Background: an optimization exercise with open tools, aiming at small area. Do not read the settings as production practice. In this exercise RTL edits were held to simulation tests only and were not proved equivalent to the original. The flow treats the clock pin as an ideal source. Dropping or thinning the clock tree relies on that and would not hold on a real chip. Power and IR drop assume default switching activity.

==> job 9420: inputs <==
Design TopEntity, start of the top module:
module TopEntity
(
	input clk100khz,
	input rst,
	input mode_set_o,
	input inc_o,
	input dec_o,
	output wire [5: 0] scan,
	output wire [7: 0] dout
);
	wire mode_set, inc, dec;
	wire [3: 0] msb_h, lsb_h, msb_m, lsb_m, msb_s, lsb_s;
	wire [23: 0] digits;
	wire [1: 0] mode_flag;
	wire clk1hz;      
	wire phase2;      
	assign digits = {msb_h, lsb_h, msb_m, lsb_m, msb_s, lsb_s};
	KeyFilter keyFilter(.*);
	CounterGrp CounterGrp(.*);
	LedOutput ledOutput(.*);
endmodule
==> module KeyFilter, before the edit <==
module KeyFilter
(
	input clk100khz,
	input rst,
	input phase2,
	input mode_set_o,
	input inc_o,
	input dec_o,
	output reg mode_set,
	output reg inc,
	output reg dec
);
	reg mode_set_buff;
	reg inc_buff;
	reg dec_buff;
	reg [7: 0] lfsr;
	wire last167 = (lfsr & 8'hd7) == 8'h86;
	wire wrap = last167 & phase2;
	always@(posedge clk100khz)
	begin
		if(rst | last167)
			lfsr <= 8'h00;
		else
			lfsr <= {~lfsr[6: 0], ~(lfsr[7] ^ lfsr[2])};
		if(rst)
		begin
			mode_set <= 1;
			inc <= 1;
			dec <= 1;
			mode_set_buff <= 1;
			inc_buff <= 1;
			dec_buff <= 1;
		end
		else if(wrap)
		begin
			mode_set <= mode_set_buff;
			inc <= inc_buff;
			dec <= dec_buff;
			mode_set_buff <= 1;
			inc_buff <= 1;
			dec_buff <= 1;
		end
		else
		begin
			mode_set_buff <= mode_set_buff & mode_set_o;
			inc_buff <= inc_buff & inc_o;
			dec_buff <= dec_buff & dec_o;
		end
	end
endmodule
==> module LedOutput, before the edit <==
module LedOutput
(
	input clk100khz,
	input rst,
	input [23: 0] digits,   
	input [1: 0] mode_flag,
	output wire [5: 0] scan,
	output wire [7: 0] dout,
	output wire clk1hz,
	output wire phase2
);
	function automatic [6: 0] led_num(input [3: 0] d);
		case(d)
			4'd0: led_num = 7'b0111111;   
			4'd1: led_num = 7'b0000110;
			4'd2: led_num = 7'b1011011;
			4'd3: led_num = 7'b1001111;
			4'd4: led_num = 7'b1100110;   
			4'd5: led_num = 7'b1101101;
			4'd6: led_num = 7'b1111101;
			4'd7: led_num = 7'b0000111;
			4'd8: led_num = 7'b1111111;   
			4'd9: led_num = 7'b1101111;
			4'd10: led_num = 7'b0111111;   
			default: led_num = 7'bx;
		endcase
	endfunction
	reg [2: 0] ptr;
	reg [2: 0] tick;
	reg [14: 0] lfsr;
	wire [5: 0] p1h = {~ptr[1] & ptr[2], ~ptr[0] & ptr[1], ptr[0] & ptr[2],
		~ptr[2] & ptr[1], ptr[0] & ~ptr[1], ~ptr[0] & ~ptr[2]};
	wire last16667 = (lfsr & 15'h35ff) == 15'h25ac;
	assign phase2 = p1h[2] | p1h[5];
	assign clk1hz = tick[2];
	wire hide = tick[2] & ~tick[0];
	wire [3: 0] curDigit =
		({4{p1h[0]}} & digits[23: 20]) |
		({4{p1h[1]}} & digits[19: 16]) |
		({4{p1h[2]}} & digits[15: 12]) |
		({4{p1h[3]}} & digits[11: 8]) |
		({4{p1h[4]}} & digits[7: 4]) |
		({4{p1h[5]}} & digits[3: 0]);
	wire field =
		(mode_flag == 2'd3 & (p1h[0] | p1h[1])) |
		(mode_flag == 2'd2 & (p1h[2] | p1h[3])) |
		(mode_flag == 2'd1 & (p1h[4] | p1h[5]));
	assign scan = {p1h[0], p1h[1], p1h[2], p1h[3], p1h[4], p1h[5]};
	assign dout = {p1h[1] | p1h[3], (hide & field) ? 7'b0 : led_num(curDigit)};
	always@(posedge clk100khz)
	if(rst)
	begin
		ptr <= 0;
		tick <= 0;
		lfsr <= 15'h0000;
	end
	else
	begin
		ptr <= {ptr[1: 0], ~ptr[2]};
		if(last16667)
		begin
			lfsr <= 15'h0000;
			tick <= {tick[1: 0], ~tick[2]};
		end
		else
			lfsr <= {~lfsr[13: 0], ~(lfsr[14] ^ lfsr[0])};
	end
endmodule
export LEC_CHECK = 0
export CAP_MARGIN = 20
export CORE_MARGIN = 2
export CORE_UTILIZATION = 40
export SLEW_MARGIN = 20
create_clock -name core_clock -period 10.0 [get_ports {clk100khz}]
standard.sh (not shown) runs the stock make flow with config.mk's settings and CLKGATE_MAP_FILE= SYNTH_SCRIPT=/design/flow/synth_recipe.tcl, a recipe that flattens the netlist after the stock synthesis.
==> flow/flow/run.sh <==
#!/bin/bash
# Own layout flow: the standard flow with these changes, made through
# ORFS's own variables and hooks:
#  - synthesis is the standard flow's synthesis script with an area-oriented ABC script
#    (flow/area.abc) and without Yosys's adder extraction (ADDER_MAP_FILE
#    empty), so ABC maps all the logic itself;
#  - input/output ports are buffered with sky130_fd_sc_hd__buf_1;
#  - the clock tree is built by flow/manual_cts.tcl (a few clock buffers,
#    each driving one cluster of flip-flops) instead of TritonCTS.
# The tools' own logs are in orfs/logs/; make's output is in synth.log and
# standard.log here.
set -euo pipefail
here=$(pwd)
export FLOW_WORK="$here"
export MY_ABC_SCRIPT="$here/flow/area.abc"
export BUFFER_PORTS_ARGS="-buffer_cell sky130_fd_sc_hd__buf_1"
export PRE_CTS_TCL="$here/flow/manual_cts.tcl"
export MCTS_K=${MCTS_K:-3}
export MCTS_CELL=${MCTS_CELL:-sky130_fd_sc_hd__buf_12}

# synthesis (same make call as standard.sh, with the synthesis script and
# adder mapping changed)
make -C "$FLOW_HOME" DESIGN_CONFIG="$here/config.mk" WORK_HOME="$here/orfs" \
  CLKGATE_MAP_FILE= ADDER_MAP_FILE= SYNTH_SCRIPT="$here/flow/synth_wrap.tcl" \
  synth > synth.log 2>&1
grep -q "area.abc" abc_script_used.txt

# the rest of the standard flow, from the synthesised netlist
bash standard.sh > standard.log 2>&1
==> flow/flow/area.abc <==
strash
balance
rewrite
refactor
balance
rewrite
rewrite -z
balance
refactor -z
rewrite -z
balance
balance
rewrite
refactor
balance
rewrite
rewrite -z
balance
refactor -z
rewrite -z
balance
&get -n
&deepsyn -T 120 -S 4
&put
&get -n
&dch -f
&nf -p -R 1000 -F 8 -A 4
&put
topo
dnsize
==> flow/flow/manual_cts.tcl <==
# Manual clock tree: the clock port drives a few clock buffers directly, each
# feeding one cluster of flip-flops (k-means on the flip-flop positions).
# Sourced as PRE_CTS_TCL; replaces TritonCTS for this small design.
proc mcts_build {k cell} {
  set block [ord::get_db_block]
  set clknet [$block findNet clk100khz]
  set pts {}
  foreach it [$clknet getITerms] {
    set inst [$it getInst]
    set bb [$inst getBBox]
    set x [expr {([$bb xMin] + [$bb xMax]) / 2.0}]
    set y [expr {([$bb yMin] + [$bb yMax]) / 2.0}]
    lappend pts [list [$inst getName] [$it getMTerm] $x $y]
  }
  set n [llength $pts]
  # initial centres: spread along the sorted x order
  set sorted [lsort -real -index 2 $pts]
  set cx {}; set cy {}
  for {set i 0} {$i < $k} {incr i} {
    set p [lindex $sorted [expr {int(($i + 0.5) * $n / $k)}]]
    lappend cx [lindex $p 2]; lappend cy [lindex $p 3]
  }
  for {set iter 0} {$iter < 50} {incr iter} {
    set assign {}
    foreach p $pts {
      set best 0; set bd 1e30
      for {set i 0} {$i < $k} {incr i} {
        set dx [expr {[lindex $p 2] - [lindex $cx $i]}]
        set dy [expr {[lindex $p 3] - [lindex $cy $i]}]
        set d [expr {abs($dx) + abs($dy)}]
        if {$d < $bd} { set bd $d; set best $i }
      }
      lappend assign $best
    }
    set ncx {}; set ncy {}
    for {set i 0} {$i < $k} {incr i} {
      set sx 0; set sy 0; set c 0
      foreach p $pts a $assign {
        if {$a == $i} { set sx [expr {$sx + [lindex $p 2]}]; set sy [expr {$sy + [lindex $p 3]}]; incr c }
      }
      if {$c > 0} { lappend ncx [expr {$sx / $c}]; lappend ncy [expr {$sy / $c}] } else { lappend ncx [lindex $cx $i]; lappend ncy [lindex $cy $i] }
    }
    set cx $ncx; set cy $ncy
  }
  set dbu [$block getDbUnitsPerMicron]
  for {set i 0} {$i < $k} {incr i} {
    set pins {}
    foreach p $pts a $assign {
      if {$a == $i} { lappend pins [get_pins "[lindex $p 0]/[[lindex $p 1] getName]"] }
    }
    if {[llength $pins] == 0} { continue }
    set lx [expr {[lindex $cx $i] / $dbu}]
    set ly [expr {[lindex $cy $i] / $dbu}]
    puts "mcts: buffer $i drives [llength $pins] sinks at ($lx, $ly)"
    insert_buffer -buffer_cell $cell -net clk100khz -load_pins $pins \
      -location [list $lx $ly] -buffer_name clkbuf_m$i -net_name clknet_m$i
    set nn [get_full_name [get_nets -of_objects [lindex $pins 0]]]
    [$block findNet $nn] setSigType CLOCK
  }
  [$block findNet clk100khz] setSigType CLOCK
  set_propagated_clock [all_clocks]
}

rename clock_tree_synthesis tritoncts_clock_tree_synthesis
proc clock_tree_synthesis {args} {
  set k 3
  set cell sky130_fd_sc_hd__clkbuf_8
  if {[info exists ::env(MCTS_K)]} { set k $::env(MCTS_K) }
  if {[info exists ::env(MCTS_CELL)]} { set cell $::env(MCTS_CELL) }
  mcts_build $k $cell
}
Other scripts of this flow, unchanged in this note and not shown: flow/flow/synth_wrap.tcl
==> job 3077 (differences from job 9420) <==
--- a/flow/design.v
+++ b/flow/design.v
@@ -116,3 +116,3 @@
 	reg [7: 0] lfsr;
-	wire last167 = (lfsr & 8'hd7) == 8'h86;
+	wire last167 = (lfsr & 8'hd3) == 8'h51;
 	wire wrap = last167 & phase2;
@@ -121,3 +121,3 @@
 		if(rst | last167)
-			lfsr <= 8'h00;
+			lfsr <= 8'h5b;
 		else
@@ -174,3 +174,7 @@
 			4'd10: led_num = 7'b0111111;   
-			default: led_num = 7'bx;
+			4'd11: led_num = 7'h07;
+			4'd12: led_num = 7'h27;
+			4'd13: led_num = 7'h2d;
+			4'd14: led_num = 7'h3d;
+			default: led_num = 7'h07;
 		endcase
@@ -182,3 +186,3 @@
 		~ptr[2] & ptr[1], ptr[0] & ~ptr[1], ~ptr[0] & ~ptr[2]};
-	wire last16667 = (lfsr & 15'h35ff) == 15'h25ac;
+	wire last16667 = (lfsr & 15'h1e3f) == 15'h1414;
 	assign phase2 = p1h[2] | p1h[5];
@@ -204,3 +208,3 @@
 		tick <= 0;
-		lfsr <= 15'h0000;
+		lfsr <= 15'h22e3;
 	end
@@ -211,3 +215,3 @@
 		begin
-			lfsr <= 15'h0000;
+			lfsr <= 15'h22e3;
 			tick <= {tick[1: 0], ~tick[2]};
@@ -215,3 +219,3 @@
 		else
-			lfsr <= {~lfsr[13: 0], ~(lfsr[14] ^ lfsr[0])};
+			lfsr <= {~lfsr[13: 0], ~(lfsr[14] ^ lfsr[6])};
 	end
--- a/flow/flow/run.sh
+++ b/flow/flow/run.sh
@@ -8,3 +8,4 @@
 #  - the clock tree is built by flow/manual_cts.tcl (a few clock buffers,
-#    each driving one cluster of flip-flops) instead of TritonCTS.
+#    each driving one cluster of flip-flops and sized for its load) instead
+#    of TritonCTS.
 # The tools' own logs are in orfs/logs/; make's output is in synth.log and
@@ -18,3 +19,7 @@
 export MCTS_K=${MCTS_K:-3}
-export MCTS_CELL=${MCTS_CELL:-sky130_fd_sc_hd__buf_12}
+export MCTS_CELL=${MCTS_CELL:-sky130_fd_sc_hd__buf_16}
+# each clock buffer is then downsized to the smallest of these that keeps its
+# flip-flops' estimated clock slew within MCTS_SLEW ns
+export MCTS_SIZES="sky130_fd_sc_hd__buf_4 sky130_fd_sc_hd__buf_6 sky130_fd_sc_hd__buf_8 sky130_fd_sc_hd__buf_12 sky130_fd_sc_hd__buf_16"
+export MCTS_SLEW=0.100
 
--- a/flow/flow/area.abc
+++ b/flow/flow/area.abc
@@ -22,3 +22,3 @@
 &get -n
-&deepsyn -T 120 -S 4
+&deepsyn -J 500 -S 4 -T 300
 &put
--- a/flow/flow/manual_cts.tcl
+++ b/flow/flow/manual_cts.tcl
@@ -61,2 +61,29 @@
   set_propagated_clock [all_clocks]
+  if {[info exists ::env(MCTS_SIZES)]} { mcts_downsize $::env(MCTS_SIZES) $::env(MCTS_SLEW) }
+}
+
+# Swap each clock buffer for the smallest cell in sizes (smallest first) that
+# keeps the estimated slew at every flip-flop clock pin it drives within
+# target (ns), with placement-based parasitics.
+proc mcts_downsize {sizes target} {
+  foreach inst [get_cells clkbuf_m*] {
+    set name [get_full_name $inst]
+    set orig [get_property $inst ref_name]
+    set out [get_pins -of_objects $inst -filter "direction==output"]
+    set sinks [get_pins -of_objects [get_nets -of_objects $out] -filter "direction==input"]
+    set chosen $orig
+    foreach cell $sizes {
+      replace_cell $inst $cell
+      estimate_parasitics -placement
+      set worst 0
+      foreach p $sinks {
+        set sl [get_property $p slew_max]
+        if {$sl > $worst} { set worst $sl }
+      }
+      if {$worst <= $target} { set chosen $cell; break }
+    }
+    replace_cell $inst $chosen
+    puts "mcts: $name uses $chosen"
+  }
+  estimate_parasitics -placement
 }
--- a/flow/config.mk
+++ b/flow/config.mk
@@ -9,3 +9,4 @@
 export CORE_MARGIN = 2
-export CORE_UTILIZATION = 40
+export CORE_UTILIZATION = 65
+export PLACE_DENSITY = 0.85
 export SLEW_MARGIN = 20
==> job 2495 (differences from job 9420) <==
--- a/flow/design.v
+++ b/flow/design.v
@@ -116,3 +116,3 @@
 	reg [7: 0] lfsr;
-	wire last167 = (lfsr & 8'hd7) == 8'h86;
+	wire last167 = (lfsr & 8'hd3) == 8'h51;
 	wire wrap = last167 & phase2;
@@ -121,3 +121,3 @@
 		if(rst | last167)
-			lfsr <= 8'h00;
+			lfsr <= 8'h5b;
 		else
@@ -174,3 +174,7 @@
 			4'd10: led_num = 7'b0111111;   
-			default: led_num = 7'bx;
+			4'd11: led_num = 7'h07;
+			4'd12: led_num = 7'h27;
+			4'd13: led_num = 7'h2d;
+			4'd14: led_num = 7'h3d;
+			default: led_num = 7'h07;
 		endcase
@@ -182,3 +186,3 @@
 		~ptr[2] & ptr[1], ptr[0] & ~ptr[1], ~ptr[0] & ~ptr[2]};
-	wire last16667 = (lfsr & 15'h35ff) == 15'h25ac;
+	wire last16667 = (lfsr & 15'h1e3f) == 15'h1414;
 	assign phase2 = p1h[2] | p1h[5];
@@ -204,3 +208,3 @@
 		tick <= 0;
-		lfsr <= 15'h0000;
+		lfsr <= 15'h22e3;
 	end
@@ -211,3 +215,3 @@
 		begin
-			lfsr <= 15'h0000;
+			lfsr <= 15'h22e3;
 			tick <= {tick[1: 0], ~tick[2]};
@@ -215,3 +219,3 @@
 		else
-			lfsr <= {~lfsr[13: 0], ~(lfsr[14] ^ lfsr[0])};
+			lfsr <= {~lfsr[13: 0], ~(lfsr[14] ^ lfsr[6])};
 	end
--- a/flow/flow/run.sh
+++ b/flow/flow/run.sh
@@ -8,3 +8,4 @@
 #  - the clock tree is built by flow/manual_cts.tcl (a few clock buffers,
-#    each driving one cluster of flip-flops) instead of TritonCTS.
+#    each driving one cluster of flip-flops and sized for its load) instead
+#    of TritonCTS.
 # The tools' own logs are in orfs/logs/; make's output is in synth.log and
@@ -18,3 +19,7 @@
 export MCTS_K=${MCTS_K:-3}
-export MCTS_CELL=${MCTS_CELL:-sky130_fd_sc_hd__buf_12}
+export MCTS_CELL=${MCTS_CELL:-sky130_fd_sc_hd__buf_16}
+# each clock buffer is then downsized to the smallest of these that keeps its
+# flip-flops' estimated clock slew within MCTS_SLEW ns
+export MCTS_SIZES="sky130_fd_sc_hd__buf_4 sky130_fd_sc_hd__buf_6 sky130_fd_sc_hd__buf_8 sky130_fd_sc_hd__buf_12 sky130_fd_sc_hd__buf_16"
+export MCTS_SLEW=0.100
 
--- a/flow/flow/area.abc
+++ b/flow/flow/area.abc
@@ -22,3 +22,3 @@
 &get -n
-&deepsyn -T 120 -S 4
+&deepsyn -J 500 -S 4 -T 300
 &put
--- a/flow/flow/manual_cts.tcl
+++ b/flow/flow/manual_cts.tcl
@@ -61,2 +61,29 @@
   set_propagated_clock [all_clocks]
+  if {[info exists ::env(MCTS_SIZES)]} { mcts_downsize $::env(MCTS_SIZES) $::env(MCTS_SLEW) }
+}
+
+# Swap each clock buffer for the smallest cell in sizes (smallest first) that
+# keeps the estimated slew at every flip-flop clock pin it drives within
+# target (ns), with placement-based parasitics.
+proc mcts_downsize {sizes target} {
+  foreach inst [get_cells clkbuf_m*] {
+    set name [get_full_name $inst]
+    set orig [get_property $inst ref_name]
+    set out [get_pins -of_objects $inst -filter "direction==output"]
+    set sinks [get_pins -of_objects [get_nets -of_objects $out] -filter "direction==input"]
+    set chosen $orig
+    foreach cell $sizes {
+      replace_cell $inst $cell
+      estimate_parasitics -placement
+      set worst 0
+      foreach p $sinks {
+        set sl [get_property $p slew_max]
+        if {$sl > $worst} { set worst $sl }
+      }
+      if {$worst <= $target} { set chosen $cell; break }
+    }
+    replace_cell $inst $chosen
+    puts "mcts: $name uses $chosen"
+  }
+  estimate_parasitics -placement
 }
--- a/flow/config.mk
+++ b/flow/config.mk
@@ -9,3 +9,4 @@
 export CORE_MARGIN = 2
-export CORE_UTILIZATION = 40
+export CORE_UTILIZATION = 80
+export PLACE_DENSITY = 0.92
 export SLEW_MARGIN = 20
==> results_dict.tcl <==
set metrics [dict create \
    power-per-cell-area_nw_per_um2 143 \
    syn_nets 299 \
    synth.distinct_cells 39 \
    nWellTaps 48 \
    outcome "finished clean" \
    worst-r2r-setup-slack_ns 7.37 \
]
That was job 3077.
==> results_dict.tcl <==
set metrics [dict create \
    synth.distinct_cells 39 \
    outcome "finished clean" \
    worst-r2r-setup-slack_ns 7.16 \
    synth-simple-area-share 0.275 \
    syn_nets 299 \
]
That was job 2495.
==> results_dict.tcl <==
set metrics [dict create \
    gr-usage-met1 0.213 \
    power-per-cell-area_nw_per_um2 141 \
    synth_cells 300 \
    synth.distinct_cells 41 \
    postLayoutCellArea_um2 2780 \
    outcome "finished clean" \
    syn_nets 305 \
    worst-r2r-setup-slack_ns 7.45 \
]
That was job 9420.
In every run of this note, the design's own scripts or RTL, not TritonCTS, make the clock network.

re-timing with driven ports:
The flow's constraints put no driver on any port. The routed layouts listed below were extracted and timed again, unchanged, in two steps.
Step 1: set_driving_cell puts a clkbuf_16 on clk100khz and a buf_2 on each other input, an assumption about the parent block.
Step 2, shift: input delay + t, output delay - t, t = (earliest + latest rising clock arrival at the registers) / 2. This alone moves slack from input paths to output paths.
Three values: ideal, step 1, step 2; two values: the first two.
run | shift t [ns] | slack for setup (ns) | worst register clock-pin slew, ns | worst slew at a driven data input, ns | pins driven straight from the clock port
job 9420 | 0.183 | 5.584 / 5.520 / 5.703 | 0.09 / 0.09 | 0.03 | 3
job 3077 | 0.193 | 5.565 / 5.502 / 5.694 | 0.10 / 0.10 | 0.03 | 3
job 2495 | 0.185 | 5.554 / 5.493 / 5.678 | 0.09 / 0.09 | 0.03 | 3
After both steps every run listed still meets setup and hold.
